From an optimization exercise on the open Yosys and OpenROAD flow, aimed at small area, a short achievable clock period and few clock cycles per item; shortcuts taken in it are not production practice. Where RTL was checked, it was by simulation tests only, not by an equivalence proof against the original. Power figures rest on the tool's default switching activity, not on a simulated workload.

==> inputs of 12-11 <==
==> flow/design.v <==
module multicycle_arithmetic(
    input clk, rst, start,
    input [1:0] op,
    input [7:0] a, b,
    output reg done,
    output [15:0] result
);
    reg        busy;
    reg [1:0]  opr;
    reg [1:0]  cnt;
    reg [7:0]  Bx;      
    reg [16:0] W;
    assign result = W[15:0];
    function [8:0] rca8(input [7:0] x, input [7:0] y, input ci);
        integer i;
        reg c;
        begin
            c = ci;
            for (i = 0; i < 8; i = i + 1) begin
                rca8[i] = x[i] ^ y[i] ^ c;
                c = (x[i] & y[i]) | (x[i] & c) | (y[i] & c);
            end
            rca8[8] = c;
        end
    endfunction
    wire big = b[7] | b[6];
    wire is_mul = (opr == 2'd2);
    wire is_div = (opr == 2'd3);
    wire inv    = opr[0];           
    wire last   = (cnt == 2'd0);
    wire bz     = &Bx;              
    wire [7:0] y1 = Bx & {8{~is_mul | W[0]}};
    wire [8:0] s1 = rca8(W[15:8], y1, inv);
    wire       g1 = W[16] | s1[8];
    wire [7:0] r1 = g1 ? s1[7:0] : W[15:8];
    wire [7:0] x2 = is_mul ? s1[8:1] : {r1[6:0], W[7]};
    wire [7:0] y2 = Bx & {8{~is_mul | W[1]}};
    wire [8:0] s2 = rca8(x2, y2, ~is_mul);
    wire       g2 = r1[7] | s2[8];
    wire [7:0] r2 = g2 ? s2[7:0] : x2;
    wire [16:0] as_res  = {1'b0, {7{inv & ~s1[8]}}, inv ^ s1[8], s1[7:0]};
    wire [16:0] mul_res = {1'b0, s2, s1[0], W[7:2]};
    wire [16:0] div_res = {last ? {9{bz}} : {r2, W[6]}, W[5:0], g1, g2};
    always @(posedge clk or posedge rst) begin
        if (rst) begin
            busy <= 1'b0;
            done <= 1'b0;
        end else begin
            done <= busy & last;
            if (busy) begin
                if (last) busy <= 1'b0;
            end else if (start) begin
                busy <= 1'b1;
            end
        end
    end
    always @(posedge clk) begin
        Bx  <= b ^ {8{op[0]}};
        opr <= op;
        if (busy) begin
            cnt <= cnt - 2'd1;
            W   <= is_div ? div_res : is_mul ? mul_res : as_res;
        end else begin
            case (op)
                2'd3:    begin W <= big ? {2'b0, a, 7'b0} : {8'b0, a, 1'b0};
                               cnt <= big ? 2'd0 : 2'd3; end
                2'd2:    begin W <= {9'b0, a};           cnt <= 2'd3;     end
                default: begin W <= {1'b0, a, 8'b0};     cnt <= 2'd0;     end
            endcase
        end
    end
endmodule
==> flow/flow/run.sh <==
#!/bin/bash
# Standard ORFS layout, with the port buffers made from the smallest
# plain buffer, and timing repair asked to leave 27.5 ns of setup slack.
set -euo pipefail
export BUFFER_PORTS_ARGS="-buffer_cell sky130_fd_sc_hd__buf_1"
export SETUP_SLACK_MARGIN=27.5
bash standard.sh > standard.log 2>&1
==> flow/standard.sh <==
#!/bin/bash
# synth_recipe.tcl (not shown) runs the flow's synth.tcl, then flattens the netlist and writes it again
# the make line also repeats each setting of config.mk as NAME=value (left out here)
make -C /OpenROAD-flow-scripts/flow DESIGN_CONFIG=/design/flow/config.mk WORK_HOME=/design/flow/orfs CLKGATE_MAP_FILE= SYNTH_SCRIPT=/design/flow/synth_recipe.tcl "${@:-finish}"
==> flow/config.mk <==
export PLATFORM = sky130hd
export DESIGN_NAME = multicycle_arithmetic
export DESIGN_NICKNAME = multicycle_arithmetic
export VERILOG_FILES = /design/flow/design.v
export SDC_FILE = /design/flow/constraint.sdc
export NUM_CORES = 4
export LEC_CHECK = 0
export CAP_MARGIN = 20
export CORE_MARGIN = 2
export CORE_UTILIZATION = 40
export SLEW_MARGIN = 20
==> flow/constraint.sdc <==
create_clock -name core_clock -period 35.0 [get_ports {clk}]
set_input_delay 7.0000 -clock core_clock [delete_from_list [all_inputs] [get_ports {clk}]]
set_output_delay 7.0000 -clock core_clock [all_outputs]
set_load 0.01 [all_outputs]
==> inputs of 01-09, as changes to 12-11 <==
==> flow/flow/run.sh (replaced) <==
#!/bin/bash
# Standard ORFS layout, with the port buffers made from the smallest
# plain buffer, and timing repair asked to leave 27 ns of setup slack.
set -euo pipefail
export BUFFER_PORTS_ARGS="-buffer_cell sky130_fd_sc_hd__buf_1"
export SETUP_SLACK_MARGIN=27
bash standard.sh > standard.log 2>&1
--- a/flow/config.mk
+++ b/flow/config.mk
@@ -7,5 +7,8 @@
 export LEC_CHECK = 0
 export CAP_MARGIN = 20
 export CORE_MARGIN = 2
-export CORE_UTILIZATION = 40
+export CORE_UTILIZATION = 65
+export CTS_BUF_LIST = sky130_fd_sc_hd__clkbuf_4
+export CTS_CLUSTER_DIAMETER = 100
+export CTS_CLUSTER_SIZE = 40
 export SLEW_MARGIN = 20
==> notes.md <==
Initial Util 41.68%; core area 0.005574 sq mm; Logic power comb 0.000254 W; signal buffers share of area 19.33%; pwr dens 110.5 mW/mm^2; outcome finished clean; GRT met3 Usage 3.483%; placed insts 350; crit path to done; Max stage delay on crit path 360 ps
[end of results for 12-11]
==> notes.md <==
Initial Util 68.55%; pwr dens 117.0 mW/mm^2; Logic power comb 0.000205 W; Max stage delay on crit path 460 ps; signal buffers share of area 7.900%; placed insts 325; outcome finished clean; core area 0.003390 sq mm; crit path to result[15]; most frequent cells in the layout 36 x buf_1, 28 x a21oi_1, 27 x dfxtp_1
[end of results for 01-09]
Testbench counts of 12-11, summed over its fixed seeds: cycles 9,343, items 3,200.
Testbench counts of 01-09, summed over its fixed seeds: cycles 9,343, items 3,200.


==> build 34: inputs <==
RTL: the design.v shown in full above, as it stands there.
clock: 35.0 ns
lec_check: 0
cap_margin: 0
core_margin: 2
core_utilization: 65
slew_margin: 0
standard.sh (not shown) runs the stock make flow with config.mk's settings and CLKGATE_MAP_FILE= SYNTH_SCRIPT=/design/flow/synth_recipe.tcl, a recipe that flattens the netlist after the stock synthesis.
==> flow/flow/run.sh <==
#!/bin/bash
# The standard ORFS layout (standard.sh) with three changes:
#  - synthesis maps the logic with an area-oriented ABC script
#    (flow/abc_area.script, via flow/synth.tcl);
#  - port buffers are the smallest plain buffer (buf_1) instead of a
#    delay cell;
#  - timing repair keeps 27 ns of setup slack, i.e. aims at an 8 ns
#    period instead of stopping at the 35 ns clock.
# make's output goes to standard.log; ORFS keeps each step's log in orfs/logs.
set -euo pipefail
export FLOW_WORK=$PWD
export MY_ABC_SCRIPT=$PWD/flow/abc_area.script
export BUFFER_PORTS_ARGS="-buffer_cell sky130_fd_sc_hd__buf_1"
export SETUP_SLACK_MARGIN=27
sed "s#SYNTH_SCRIPT=[^ ]*#SYNTH_SCRIPT=$PWD/flow/synth.tcl#" standard.sh > flow_standard.sh
grep -q "SYNTH_SCRIPT=$PWD/flow/synth.tcl" flow_standard.sh
bash flow_standard.sh > standard.log 2>&1
==> flow/flow/abc_area.script <==
&get -n
&st

&dch -f
&nf -R 1000 -F 8 -A 4
&put
mfs2
&get -n
&st
&dch -f
&nf -R 1000 -F 8 -A 4
&put
topo
stime -c
buffer -c
upsize -c
dnsize -c
==> flow/flow/synth.tcl <==
# The standard synthesis (synth_recipe.tcl, which sources ORFS's
# synth.tcl), except that the final ABC technology mapping of the
# combinational logic uses flow/abc_area.script. Registers are mapped
# before ABC runs, so they are the standard synthesis's.
proc abc {args} {
  set i [lsearch -exact $args -script]
  if {$i >= 0} { lset args [expr {$i + 1}] $::env(MY_ABC_SCRIPT) }
  yosys abc {*}$args
}
source $::env(FLOW_WORK)/synth_recipe.tcl
==> build 73 (differences from build 34) <==
==> flow/design.v, changed modules only <==
module multicycle_arithmetic(
    input clk, rst, start,
    input [1:0] op,
    input [7:0] a, b,
    output reg done,
    output [15:0] result
);
    reg        busy;
    reg [1:0]  opr;
    reg [1:0]  cnt;
    reg [7:0]  B;
    reg [16:0] W;
    assign result = W[15:0];
    function [8:0] rca8(input [7:0] x, input [7:0] y, input ci);
        integer i;
        reg c;
        begin
            c = ci;
            for (i = 0; i < 8; i = i + 1) begin
                rca8[i] = x[i] ^ y[i] ^ c;
                c = (x[i] & y[i]) | (x[i] & c) | (y[i] & c);
            end
            rca8[8] = c;
        end
    endfunction
    wire [1:0] j = (b[7] | b[6]) ? 2'd3 :
                   (b[5] | b[4]) ? 2'd2 :
                   (b[3] | b[2]) ? 2'd1 : 2'd0;
    reg [16:0] div_init;
    always @* begin
        case (j)
            2'd0: div_init = {8'b0, a, 1'b0};
            2'd1: div_init = {6'b0, a, 3'b0};
            2'd2: div_init = {4'b0, a, 5'b0};
            default: div_init = {2'b0, a, 7'b0};
        endcase
    end
    wire is_mul = (opr == 2'd2);
    wire is_div = (opr == 2'd3);
    wire inv    = opr[0];           
    wire last   = (cnt == 2'd0);
    wire bz     = (B == 8'd0);
    wire [7:0] y1 = (B & {8{~is_mul | W[0]}}) ^ {8{inv}};
    wire [8:0] s1 = rca8(W[15:8], y1, inv);
    wire       g1 = W[16] | s1[8];
    wire [7:0] r1 = g1 ? s1[7:0] : W[15:8];
    wire [7:0] x2 = is_mul ? s1[8:1] : {r1[6:0], W[7]};
    wire [7:0] y2 = (B & {8{~is_mul | W[1]}}) ^ {8{~is_mul}};
    wire [8:0] s2 = rca8(x2, y2, ~is_mul);
    wire       g2 = r1[7] | s2[8];
    wire [7:0] r2 = g2 ? s2[7:0] : x2;
    wire [16:0] as_res  = {1'b0, {7{inv & ~s1[8]}}, inv ^ s1[8], s1[7:0]};
    wire [16:0] mul_res = {1'b0, s2, s1[0], W[7:2]};
    wire [16:0] div_res = {last ? {9{bz}} : {r2, W[6]}, W[5:0], g1, g2};
    always @(posedge clk or posedge rst) begin
        if (rst) begin
            busy <= 1'b0;
            done <= 1'b0;
        end else begin
            done <= busy & last;
            if (busy) begin
                if (last) busy <= 1'b0;
            end else if (start) begin
                busy <= 1'b1;
            end
        end
    end
    always @(posedge clk) begin
        B   <= b;
        opr <= op;
        if (busy) begin
            cnt <= cnt - 2'd1;
            W   <= is_div ? div_res : is_mul ? mul_res : as_res;
        end else begin
            case (op)
                2'd3:    begin W <= div_init;            cnt <= 2'd3 - j; end
                2'd2:    begin W <= {9'b0, a};           cnt <= 2'd3;     end
                default: begin W <= {1'b0, a, 8'b0};     cnt <= 2'd0;     end
            endcase
        end
    end
endmodule
==> flow/run.sh (new file) <==
#!/bin/bash
# synth_recipe.tcl (not shown) runs the flow's synth.tcl, then flattens the netlist and writes it again
# the make line also repeats each setting of config.mk as NAME=value (left out here)
make -C /OpenROAD-flow-scripts/flow DESIGN_CONFIG=/design/flow/config.mk WORK_HOME=/design/flow/orfs CLKGATE_MAP_FILE= SYNTH_SCRIPT=/design/flow/synth_recipe.tcl finish
CAP_MARGIN = 20   (was 0)
CORE_UTILIZATION = 40   (was 65)
SLEW_MARGIN = 20   (was 0)
removed: flow/flow/run.sh
removed: flow/flow/abc_area.script
removed: flow/flow/synth.tcl
removed: flow/standard.sh
==> build 67 (differences from build 34) <==
==> flow/design.v, changed modules only <==
module multicycle_arithmetic(
    input clk, rst, start, 
    input [1:0] op, 
    input [7:0] a, b, 
    output reg done, 
    output reg [15:0] result
);
    reg [2:0] state;
    parameter IDLE = 3'b000, LOAD = 3'b001, ADD = 3'b010, SUB = 3'b011, 
              MUL = 3'b100, DIV = 3'b101, DONE = 3'b110;
    always @(posedge clk or posedge rst) begin
        if (rst) begin
            state <= IDLE;
            done <= 0;
            result <= 0;
        end else begin
            case (state)
                IDLE: begin
                    done <= 0;
                    if (start) state <= LOAD;
                end
                LOAD: begin
                    case (op)
                        2'b00: state <= ADD;
                        2'b01: state <= SUB;
                        2'b10: state <= MUL;
                        2'b11: state <= DIV;
                        default: state <= DONE;
                    endcase
                end
                ADD: begin
                    result <= a + b;
                    state <= DONE;
                end
                SUB: begin
                    result <= a - b;
                    state <= DONE;
                end
                MUL: begin
                    result <= a * b;
                    state <= DONE;
                end
                DIV: begin
                    result <= (b != 0) ? a / b : 16'hFFFF;  
                    state <= DONE;
                end
                DONE: begin
                    done <= 1;
                    state <= IDLE;
                end
                default: state <= IDLE;
            endcase
        end
    end
endmodule
==> flow/run.sh (new file) <==
#!/bin/bash
# synth_recipe.tcl (not shown) runs the flow's synth.tcl, then flattens the netlist and writes it again
# the make line also repeats each setting of config.mk as NAME=value (left out here)
make -C /OpenROAD-flow-scripts/flow DESIGN_CONFIG=/design/flow/config.mk WORK_HOME=/design/flow/orfs CLKGATE_MAP_FILE= SYNTH_SCRIPT=/design/flow/synth_recipe.tcl finish
CAP_MARGIN = 20   (was 0)
CORE_UTILIZATION = 40   (was 65)
SLEW_MARGIN = 20   (was 0)
removed: flow/flow/run.sh
removed: flow/flow/abc_area.script
removed: flow/flow/synth.tcl
removed: flow/standard.sh
==> qor.yml <==
drt:
  post_drt_wl_per_cell_um: 18.00
yosys:
  synthCells: 1185
  yosys.area_share.adder_pct: 30.09
  synth_compound_area_share_pct: 25.66
status:
  outcome: "complete, no violations"
placement:
  place_area_um2: 9741
power_and_ir_drop:
  p_sw_share_pct: 52.79
  intPower_uw: 461.6
timing:
  fin_crit_ns: 33.40
die:
  die_y_um: 153.4
layout:
  regArea_um2: 500.5
  stdcell_count: 1513
That was build 67.
==> qor.yml <==
status:
  outcome: "complete, no violations"
setup_path:
  cp_cell_sequence: "clkdlybuf4s50_1 -> nor2_1 -> mux2_2 -> a221oi_1 -> a21oi_1"
  worstSetupPathType: "in2reg"
placement:
  place_area_um2: 2885
layout:
  regArea_um2: 630.6
  largest_reg_flops: 17
drt:
  vias: 2362
  post_drt_wl_per_cell_um: 17.51
timing:
  setup_slack_ns: 26.31
global_route:
  met1_usage_pct: 29.66
power_and_ir_drop:
  p_sw_share_pct: 47.08
yosys:
  synthCells: 313
  synth_compound_area_share_pct: 24.12
  yosys.area_share.adder_pct: 11.73
That was build 73.
==> qor.yml <==
layout:
  stdcell_count: 332
  regArea_um2: 636.9
timing:
  fin_crit_ns: 7.956
yosys:
  synth_compound_area_share_pct: 25.55
  synthCells: 266
placement:
  place_area_um2: 2195
status:
  outcome: "complete, no violations"
That was build 34.
Testbench counts of build 34, summed over its fixed seeds: cycles 9,343, items 3,200.
Testbench counts of build 67, summed over its fixed seeds: cycles 12,800, items 3,200.
The RTL of build 73 was laid out without a check of its function.

-- separate check: timing with driven ports --
The flow's constraints put no driver on any port. The routed layouts listed below were extracted and timed again, unchanged, in two steps. Step 1 sets driving cells, clkbuf_16 on the clock port and buf_2 on the other inputs (assumed; they add their load-dependent delay and slew). Step 2 adds t to the input delays and takes it off the output delays; t is the mean of the earliest and latest rising clock arrival at the registers after step 1. Input paths then give back, and output paths get back, about the clock's delay inside the block. a / b / c = no drivers / after step 1 / after step 2; a / b = the first two.
run | shift t [ns] | setup slack, ns | hold WS [ns] | worst register clock-pin slew, ns
12-11 | 0.317 | 27.229 / 27.199 / 26.996 | 0.445 / 0.445 / 0.445 | 0.07 / 0.07
01-09 | 0.356 | 27.029 / 27.007 / 26.790 | 0.438 / 0.438 / 0.438 | 0.10 / 0.10
build 34 | 0.357 | 27.044 / 27.021 / 26.713 | 0.431 / 0.431 / 0.431 | 0.10 / 0.10
build 73 | 0.319 | 26.312 / 26.321 / 26.003 | 0.496 / 0.496 / 0.496 | 0.08 / 0.08
build 67 | 0.293 | 1.602 / 1.602 / 1.309 | 0.484 / 0.484 / 0.484 | 0.06 / 0.06
After both steps setup and hold are still met in every run listed. For build 34, which loses most, drivers alone change the setup slack by -0.023 ns; drivers and shift together by -0.331 ns.
